What follows belongs to an exercise in optimizing a design on an open flow for small area, a short achievable clock period and few clock cycles per item; a production flow would make more cautious choices.
Function was checked by simulation only, so behaviour that the tests miss may differ from the original.

==> flow/design.v <==
module CONV (
  output logic        busy,
  output logic [11:0] iaddr,      
  output logic        cwr,        
  output logic [11:0] caddr_wr,   
  output logic [19:0] cdata_wr,   
  output logic        crd,        
  output logic [11:0] caddr_rd,   
  output logic [ 2:0] csel,       
  input               clk,
  input               reset,
  input        [19:0] idata,      
  input        [19:0] cdata_rd,   
  input               ready       
);
  logic signed [19:0] KERNEL[9];
  assign KERNEL[0] = 20'h0A89E;
  assign KERNEL[1] = 20'h092D5;
  assign KERNEL[2] = 20'h06D43;
  assign KERNEL[3] = 20'h01004;
  assign KERNEL[4] = 20'hF8F71;
  assign KERNEL[5] = 20'hF6E54;
  assign KERNEL[6] = 20'hFA6D7;
  assign KERNEL[7] = 20'hFC834;
  assign KERNEL[8] = 20'hFAC19;
  logic signed [39:0] BIAS;
  assign BIAS = 40'h00_1310_0000;
  logic [5:0] row, col;   
  logic signed [19:0] idata_r;   
  logic signed [39:0] conv_mul;   
  logic signed [39:0] conv_mac;   
  logic        [19:0] conv_res;   
  logic        [ 3:0] ST_CONV_cnt;   
  logic        [ 3:0] ST_CONV_cnt_r;   
  logic signed [19:0] kernel_wire;   
  logic        [ 2:0] ST_MAXPOOL_cnt;   
  logic        [ 2:0] ST_MAXPOOL_cnt_r;   
  logic        [19:0] maxpool_res;   
  typedef enum logic [2:0] {
    ST_IDLE          = 3'b000,
    ST_CONV          = 3'b001,
    ST_WR_MEM_L0     = 3'b011,
    ST_CHECK_CONV    = 3'b010,
    ST_MAXPOOL       = 3'b110,
    ST_WR_MEM_L1     = 3'b111,
    ST_CHECK_MAXPOOL = 3'b101,
    ST_DONE          = 3'b100
  } state_t;
  state_t cs, ns;
  always_ff @(posedge clk or posedge reset) begin
    if (reset) begin
      row <= 0;
      col <= 0;
    end else if (cs == ST_WR_MEM_L0) begin
      col <= col + 1'd1;
      row <= (col == 63) ? row + 1'd1 : row;
    end else if (cs == ST_WR_MEM_L1) begin
      col <= col + 2'd2;
      row <= (col == 62) ? row + 2'd2 : row;
    end
  end
  always_ff @(posedge clk) begin
    if (ns == ST_CONV) begin
      unique case (ST_CONV_cnt)
        4'd0:    iaddr[11:0] <= {row[5:0] - 1'b1, col[5:0] - 1'b1};
        4'd1:    iaddr[11:0] <= {row[5:0] - 1'b1, col[5:0]};
        4'd2:    iaddr[11:0] <= {row[5:0] - 1'b1, col[5:0] + 1'b1};
        4'd3:    iaddr[11:0] <= {row[5:0], col[5:0] - 1'b1};
        4'd4:    iaddr[11:0] <= {row[5:0], col[5:0]};
        4'd5:    iaddr[11:0] <= {row[5:0], col[5:0] + 1'b1};
        4'd6:    iaddr[11:0] <= {row[5:0] + 1'b1, col[5:0] - 1'b1};
        4'd7:    iaddr[11:0] <= {row[5:0] + 1'b1, col[5:0]};
        4'd8:    iaddr[11:0] <= {row[5:0] + 1'b1, col[5:0] + 1'b1};
        default: iaddr[11:0] <= iaddr[11:0];
      endcase
    end
  end
  always_ff @(posedge clk or posedge reset) begin
    if (reset) ST_CONV_cnt <= 0;
    else if (ns == ST_CONV) ST_CONV_cnt <= ST_CONV_cnt + 1'b1;
    else if (ns == ST_CHECK_CONV) ST_CONV_cnt <= 0;
    else ST_CONV_cnt <= ST_CONV_cnt;
  end
  always_ff @(posedge clk) begin
    if (cs == ST_CONV) begin
      unique case (ST_CONV_cnt_r)
        4'd0:    idata_r <= (row == 0 || col == 0) ? 0 : idata;
        4'd1:    idata_r <= (row == 0) ? 0 : idata;
        4'd2:    idata_r <= (row == 0 || col == 63) ? 0 : idata;
        4'd3:    idata_r <= (col == 0) ? 0 : idata;
        4'd4:    idata_r <= idata;
        4'd5:    idata_r <= (col == 63) ? 0 : idata;
        4'd6:    idata_r <= (row == 63 || col == 0) ? 0 : idata;
        4'd7:    idata_r <= (row == 63) ? 0 : idata;
        4'd8:    idata_r <= (row == 63 || col == 63) ? 0 : idata;
        default: idata_r <= idata_r;
      endcase
    end
  end
  always_ff @(posedge clk) begin
    if (ns == ST_CONV) ST_CONV_cnt_r <= ST_CONV_cnt;
  end
  always_comb begin
    unique case (ST_CONV_cnt_r)
      4'd1:    kernel_wire = KERNEL[0];
      4'd2:    kernel_wire = KERNEL[1];
      4'd3:    kernel_wire = KERNEL[2];
      4'd4:    kernel_wire = KERNEL[3];
      4'd5:    kernel_wire = KERNEL[4];
      4'd6:    kernel_wire = KERNEL[5];
      4'd7:    kernel_wire = KERNEL[6];
      4'd8:    kernel_wire = KERNEL[7];
      4'd9:    kernel_wire = KERNEL[8];
      default: kernel_wire = 20'b0;
    endcase
  end
  assign conv_mul = idata_r * kernel_wire;
  always_ff @(posedge clk) begin
    if (cs == ST_CONV)
      if (ST_CONV_cnt_r == 0) conv_mac <= '0;
      else if (ST_CONV_cnt_r == 4'd10) conv_mac <= conv_mac + BIAS;
      else conv_mac <= conv_mac + conv_mul;
  end
  always_comb begin
    if (cs == ST_WR_MEM_L0) csel = 3'b001;   
    else if (cs == ST_MAXPOOL) csel = 3'b001;   
    else if (cs == ST_WR_MEM_L1) csel = 3'b011;   
    else csel = 0;
  end
  always_ff @(posedge clk) begin
    if (ns == ST_WR_MEM_L0) cwr <= 1;
    else if (ns == ST_WR_MEM_L1) cwr <= 1;
    else cwr <= 0;
  end
  always_ff @(posedge clk) begin
    if (ns == ST_WR_MEM_L0) caddr_wr <= {row, col};
    else if (ns == ST_WR_MEM_L1) caddr_wr <= {2'b00, {row[5:1], col[5:1]}};
  end
  assign conv_res = (conv_mac[15]) ?
                    {conv_mac[35:32],conv_mac[31:16]} + 1 :
                    {conv_mac[35:32],conv_mac[31:16]};
  always_comb begin
    if (cs == ST_WR_MEM_L0) cdata_wr = conv_mac[39] ? 0 : conv_res;
    else if (cs == ST_WR_MEM_L1) cdata_wr = maxpool_res;
    else cdata_wr = 0;
  end
  always_ff @(posedge clk) begin
    if (ns == ST_MAXPOOL) ST_MAXPOOL_cnt <= ST_MAXPOOL_cnt + 1;
    else ST_MAXPOOL_cnt <= 0;
  end
  always_ff @(posedge clk) begin
    ST_MAXPOOL_cnt_r <= ST_MAXPOOL_cnt;
  end
  always_ff @(posedge clk) begin
    if (ns == ST_MAXPOOL) crd <= 1;
    else crd <= 0;
  end
  always_ff @(posedge clk) begin
    if (ns == ST_MAXPOOL) begin
      unique case (ST_MAXPOOL_cnt)
        2'd0:    caddr_rd <= {row, col};
        2'd1:    caddr_rd <= {row, col + 1'b1};
        2'd2:    caddr_rd <= {row + 1'b1, col};
        2'd3:    caddr_rd <= {row + 1'b1, col + 1'b1};
        default: caddr_rd <= caddr_rd;
      endcase
    end
  end
  always_ff @(posedge clk) begin
    if (cs == ST_MAXPOOL) begin
      unique case (ST_MAXPOOL_cnt_r)
        2'd0:    maxpool_res <= cdata_rd;
        2'd1:    maxpool_res <= (cdata_rd > maxpool_res) ? cdata_rd : maxpool_res;
        2'd2:    maxpool_res <= (cdata_rd > maxpool_res) ? cdata_rd : maxpool_res;
        2'd3:    maxpool_res <= (cdata_rd > maxpool_res) ? cdata_rd : maxpool_res;
        default: maxpool_res <= maxpool_res;
      endcase
    end
  end
  always_ff @(posedge clk or posedge reset) begin
    if (reset) cs <= ST_IDLE;
    else cs <= ns;
  end
  always_comb begin
    case (cs)
      ST_IDLE:          ns = (ready) ? ST_CONV : ST_IDLE;
      ST_CONV:          ns = (ST_CONV_cnt_r == 4'd10) ? ST_WR_MEM_L0 : ST_CONV;
      ST_WR_MEM_L0:     ns = ST_CHECK_CONV;
      ST_CHECK_CONV:    ns = (row == 0 && col == 0) ? ST_MAXPOOL : ST_CONV;
      ST_MAXPOOL:       ns = (ST_MAXPOOL_cnt == 4) ? ST_WR_MEM_L1 : ST_MAXPOOL;
      ST_WR_MEM_L1:     ns = ST_CHECK_MAXPOOL;
      ST_CHECK_MAXPOOL: ns = (row == 0 && col == 0) ? ST_DONE : ST_MAXPOOL;
      default:          ns = ST_IDLE;
    endcase
  end
  assign busy = (cs != ST_IDLE);
endmodule
==> flow/run.sh <==
#!/bin/bash
# synth_recipe.tcl (not shown) runs the flow's synth.tcl, then flattens the netlist and writes it again
# the make line also repeats each setting of config.mk as NAME=value (left out here)
make -C /OpenROAD-flow-scripts/flow DESIGN_CONFIG=/design/flow/config.mk WORK_HOME=/design/flow/orfs CLKGATE_MAP_FILE= SYNTH_SCRIPT=/design/flow/synth_recipe.tcl finish
==> flow/config.mk <==
export PLATFORM = sky130hd
export DESIGN_NAME = CONV
export DESIGN_NICKNAME = CONV
export VERILOG_FILES = /design/flow/design.v
export SDC_FILE = /design/flow/constraint.sdc
export NUM_CORES = 4
export LEC_CHECK = 0
export CAP_MARGIN = 20
export CORE_MARGIN = 2
export CORE_UTILIZATION = 40
export PLACE_DENSITY = 0.6
export SLEW_MARGIN = 20
==> flow/constraint.sdc <==
create_clock -name core_clock -period 9.5 [get_ports {clk}]
set_input_delay 1.9000 -clock core_clock [delete_from_list [all_inputs] [get_ports {clk}]]
set_output_delay 1.9000 -clock core_clock [all_outputs]
set_load 0.01 [all_outputs]
==> flow_summary.toml <==
[critical_path]
path_type_of_the_worst_setup_path = "flip-flop to flip-flop"
setup.worst_path.end_class = "flip-flop"
critPathArrivalTime_ps = 9060
crit_path_max_fanout = 13
timing.critical_path.from_type = "flip-flop"
critPathRequiredTime_ps = 9700

[logic_synthesis]
synth_top_cell_area_share_pct = 36.50
ys_top_cells_by_area = "sky130_fd_sc_hd__fa_1 37%, sky130_fd_sc_hd__edfxtp_1 14%, sky130_fd_sc_hd__inv_1 10%"
synth_area_um2 = 25230
cells_after_synth = 2772
synthesis.yosys.warnings = 2
synth_edf_count = 120
synth_fp_nets = 3448
synth_ff_type = "sky130_fd_sc_hd__edfxtp_1"
yosys.area.top_type = "sky130_fd_sc_hd__fa_1"
syn_avg_cell_area_um2 = 9.101
synth_seq_cells = 147
ys_async_sr_fraction_pct = 12.93
yosysSeqAreaShare_pct = 16.80
yosysUniqueCellTypes = 77

[routing]
finalWirelength_um = 65650
final_antenna_net_count = 0
drcViolationCount = 0
route.detailed.wl_per_inst_um = 17.86
detailedRoute.firstPassIterationCount = 5
detailedRoute.firstIterationViolations = 1109
routed-via-count = 18675
vias_per_cell = 5.080

[sta]
timing_hold_violations_final = 0
min_period_ps = 8854
setup_slack_ps = 646.1
slew_viol_final = 0
slew-limit-headroom_pct = 25.15
tightest_slew_ps = 1123
grt_setup_unrepaired = "no"
fmax_mhz = 112.9
final_min_period_over_clock_period_pct = 93.20
finalSetupTns_ps = 0
setup_viol = 0
setup_skew_after_layout_ps = 25.91

[clock_network]
ctsRootBufferMaster = "sky130_fd_sc_hd__clkbuf_16"
clockBufferDepth = 2
cts_setup_buffers = 0
tritoncts_clock_tree = "built"
deepest_level_of_the_cts_h_tree = 4
postCtsResizedCells = 0
tritoncts.num_buffers = 17
clkTransAtPathRegs_ps = 80
worst_skew_pair.late_latency_ps = 500
holdBufCountCts = 0
cts.sink_count = 147

[finish]
fillerInstances = 6077
finalNonFillerCells = 3676
most_common_cell_after_layout_fill_and_taps_aside = "sky130_fd_sc_hd__inv_1"
finish.utilization_pct = 44.36
layout.cells.most_common_list = "683 x sky130_fd_sc_hd__inv_1, 460 x sky130_fd_sc_hd__fa_1, 311 x sky130_fd_sc_hd__nand2_1, 173 x sky130_fd_sc_hd__ha_1, 122 x sky130_fd_sc_hd__nor2_1"
num_antenna_cells = 0
multi_input_comb_area_um2 = 18000
nets = 3493
drive_gt1_share_pct = 3.958
area.sequential_um2 = 4239
areaGrowthSynthToFinish_pct = 10.33

[global_routing]
grt_start_max_net_pins = 48
grtUsageTotal_pct = 21.24
global_route_wire_length_before_repair_um = 106800
first_global_vias = 20035
antenna_violations_before_repair = 2
globalRoute.totalOverflow = 0

[die]
floorplan.initialDensity_pct = 40.21
floorplan.die.height_um = 255.1
core_region_area_um2 = 62740
num_rows = 92
die_area_um2 = 65090
floorplan.io_pins = 105
chipWidth_um = 255.1

[status]
status = "complete, no violations"

[flow_run]
drv_cap = 0

[hold_path]
min-delay-path-class = "flip-flop to flip-flop"

[placement]
post-place-ws_ps = 736.9
port_buffers = 103
placedCellCount = 3644
hpwl_um = 53700
place.gp.congestion = 0.9325
==> flip-flops by register name (all words and copies together) (netlist names), 4 cells and up <==
register	cells
iaddr	12
ST_CONV_cnt	4
ST_CONV_cnt_r	4
col	6
maxpool_res	20
conv_mac	40
row	6
caddr_wr	12
idata_r	20
caddr_rd	12
==> cell type report <==
type                    count  share of cell area, %
clock buffers              17                  1.529
clock inverters            15                 0.7238
inverters                 686                  9.252
multi-input cells        1822                  64.68
flip-flops and latches    147                  15.23
well taps                 846                  3.803
repair buffers            143                  4.783
==> metrics by stage <==
stage,hold slack (ps),area [um2]
after floorplan,370.7,25230
after global placement,399.8,27190
after detailed placement,399.6,27190
after CTS,430.6,27820
after global routing,440.8,27830
final,433.2,27830
==> worst max-delay path, stage by stage (launching register included) <==
cell	delay, ps
sky130_fd_sc_hd__edfxtp_1	600
sky130_fd_sc_hd__nor2_1	190
sky130_fd_sc_hd__nor2_1	400
sky130_fd_sc_hd__mux2i_1	280
sky130_fd_sc_hd__nor2_1	630
sky130_fd_sc_hd__nand2_1	160
sky130_fd_sc_hd__fa_1	580
sky130_fd_sc_hd__inv_1	150
sky130_fd_sc_hd__fa_1	850
sky130_fd_sc_hd__fa_1	520
sky130_fd_sc_hd__fa_1	590
sky130_fd_sc_hd__fa_1	440
sky130_fd_sc_hd__fa_1	490
sky130_fd_sc_hd__inv_1	50
sky130_fd_sc_hd__fa_1	470
sky130_fd_sc_hd__inv_1	40
sky130_fd_sc_hd__ha_1	380
sky130_fd_sc_hd__nand3_1	190
sky130_fd_sc_hd__nor3_2	320
sky130_fd_sc_hd__nand3_1	160
sky130_fd_sc_hd__a2111oi_2	350
sky130_fd_sc_hd__nor3_2	130
sky130_fd_sc_hd__o21ai_2	220
sky130_fd_sc_hd__a31oi_1	120
sky130_fd_sc_hd__xor2_1	150
sky130_fd_sc_hd__o22ai_1	100
==> path summary, 6_finish.rpt <==
check                                       start             endpoint  slack (ps)  cells after the start
min in group asynchronous                   reset       ST_CONV_cnt[3]        1860                      2
worst max-delay path             ST_CONV_cnt_r[1]         conv_mac[37]         650                     25
worst min-delay path            ST_MAXPOOL_cnt[1]  ST_MAXPOOL_cnt_r[1]         430                      0
worst max register to register   ST_CONV_cnt_r[1]         conv_mac[37]         650                     25
worst min register to register  ST_MAXPOOL_cnt[1]  ST_MAXPOOL_cnt_r[1]         430                      0
max in group asynchronous                   reset               row[2]        7130                      2
==> metal layers <==
layer  part of all wire (%)  global-route usage [%]  vias up
met2                     51                   37.56      416
li1                       -                       -     8558
met4                    2.2                   5.180        0
met5                      0                       0        -
met1                     42                   27.42     9606
met3                    4.3                   3.000       95
==> Yosys cell counts (all sizes together), types with 8 or more instances <==
cell      n
a211oi   15
a21o     29
a21oi   102
a31oi     9
and2    107
and3     28
buf      18
clkbuf   99
dfrtp    19
dfxtp     8
edfxtp  120
fa      460
ha      173
inv     683
nand2   311
nand2b   16
nand3    39
nand4    15
nor2    125
nor2b    41
nor3     41
nor4      8
o21a     12
o21ai    97
o22ai    12
o31ai     8
or3       8
xnor2    76
xor2     19
==> cell families (layout without fill, tap and decap cells) <==
family | after synthesis | after routing | synth area share, %
adders and majority gates | 637 | 637 | 45.24
AOI/OAI and AO/OA | 328 | 328 | 8.174
and+or+nand+nor | 753 | 753 | 14.10
muxes | 8 | 8 | 0.3373
xor gates and xnor gates | 95 | 95 | 3.298
DFF | 147 | 147 | 16.80
other | 1 | 1 | 0.01487
buffers and inverters | 803 | 861 | 12.03
Testbench counts, summed over its fixed seeds: cycles 712,716, images 12.

==> what the ideal ports hide <==
The flow's constraints put no driver on any port. The routed layout listed below was extracted and timed again, unchanged, in two steps.
Step 1: set_driving_cell puts a clkbuf_16 on clk and a buf_2 on each other input, an assumption about the parent block.
Step 2 adds t to the input delays and takes it off the output delays; t is the mean of the earliest and latest rising clock arrival at the registers after step 1. Input paths then give back, and output paths get back, about the clock's delay inside the block.
a / b / c = ideal / step 1 / step 2; a / b = the first two.
shift t [ns]: 0.534
setup WS [ns]: 0.646 / 0.646 / 0.646
hold slack, ns: 0.433 / 0.433 / 0.433
worst setup path at the end: register to register
After both steps setup and hold are still met in this run. The setup slack of this run moves by 0.000 ns with the drivers and by 0.000 ns with both steps.
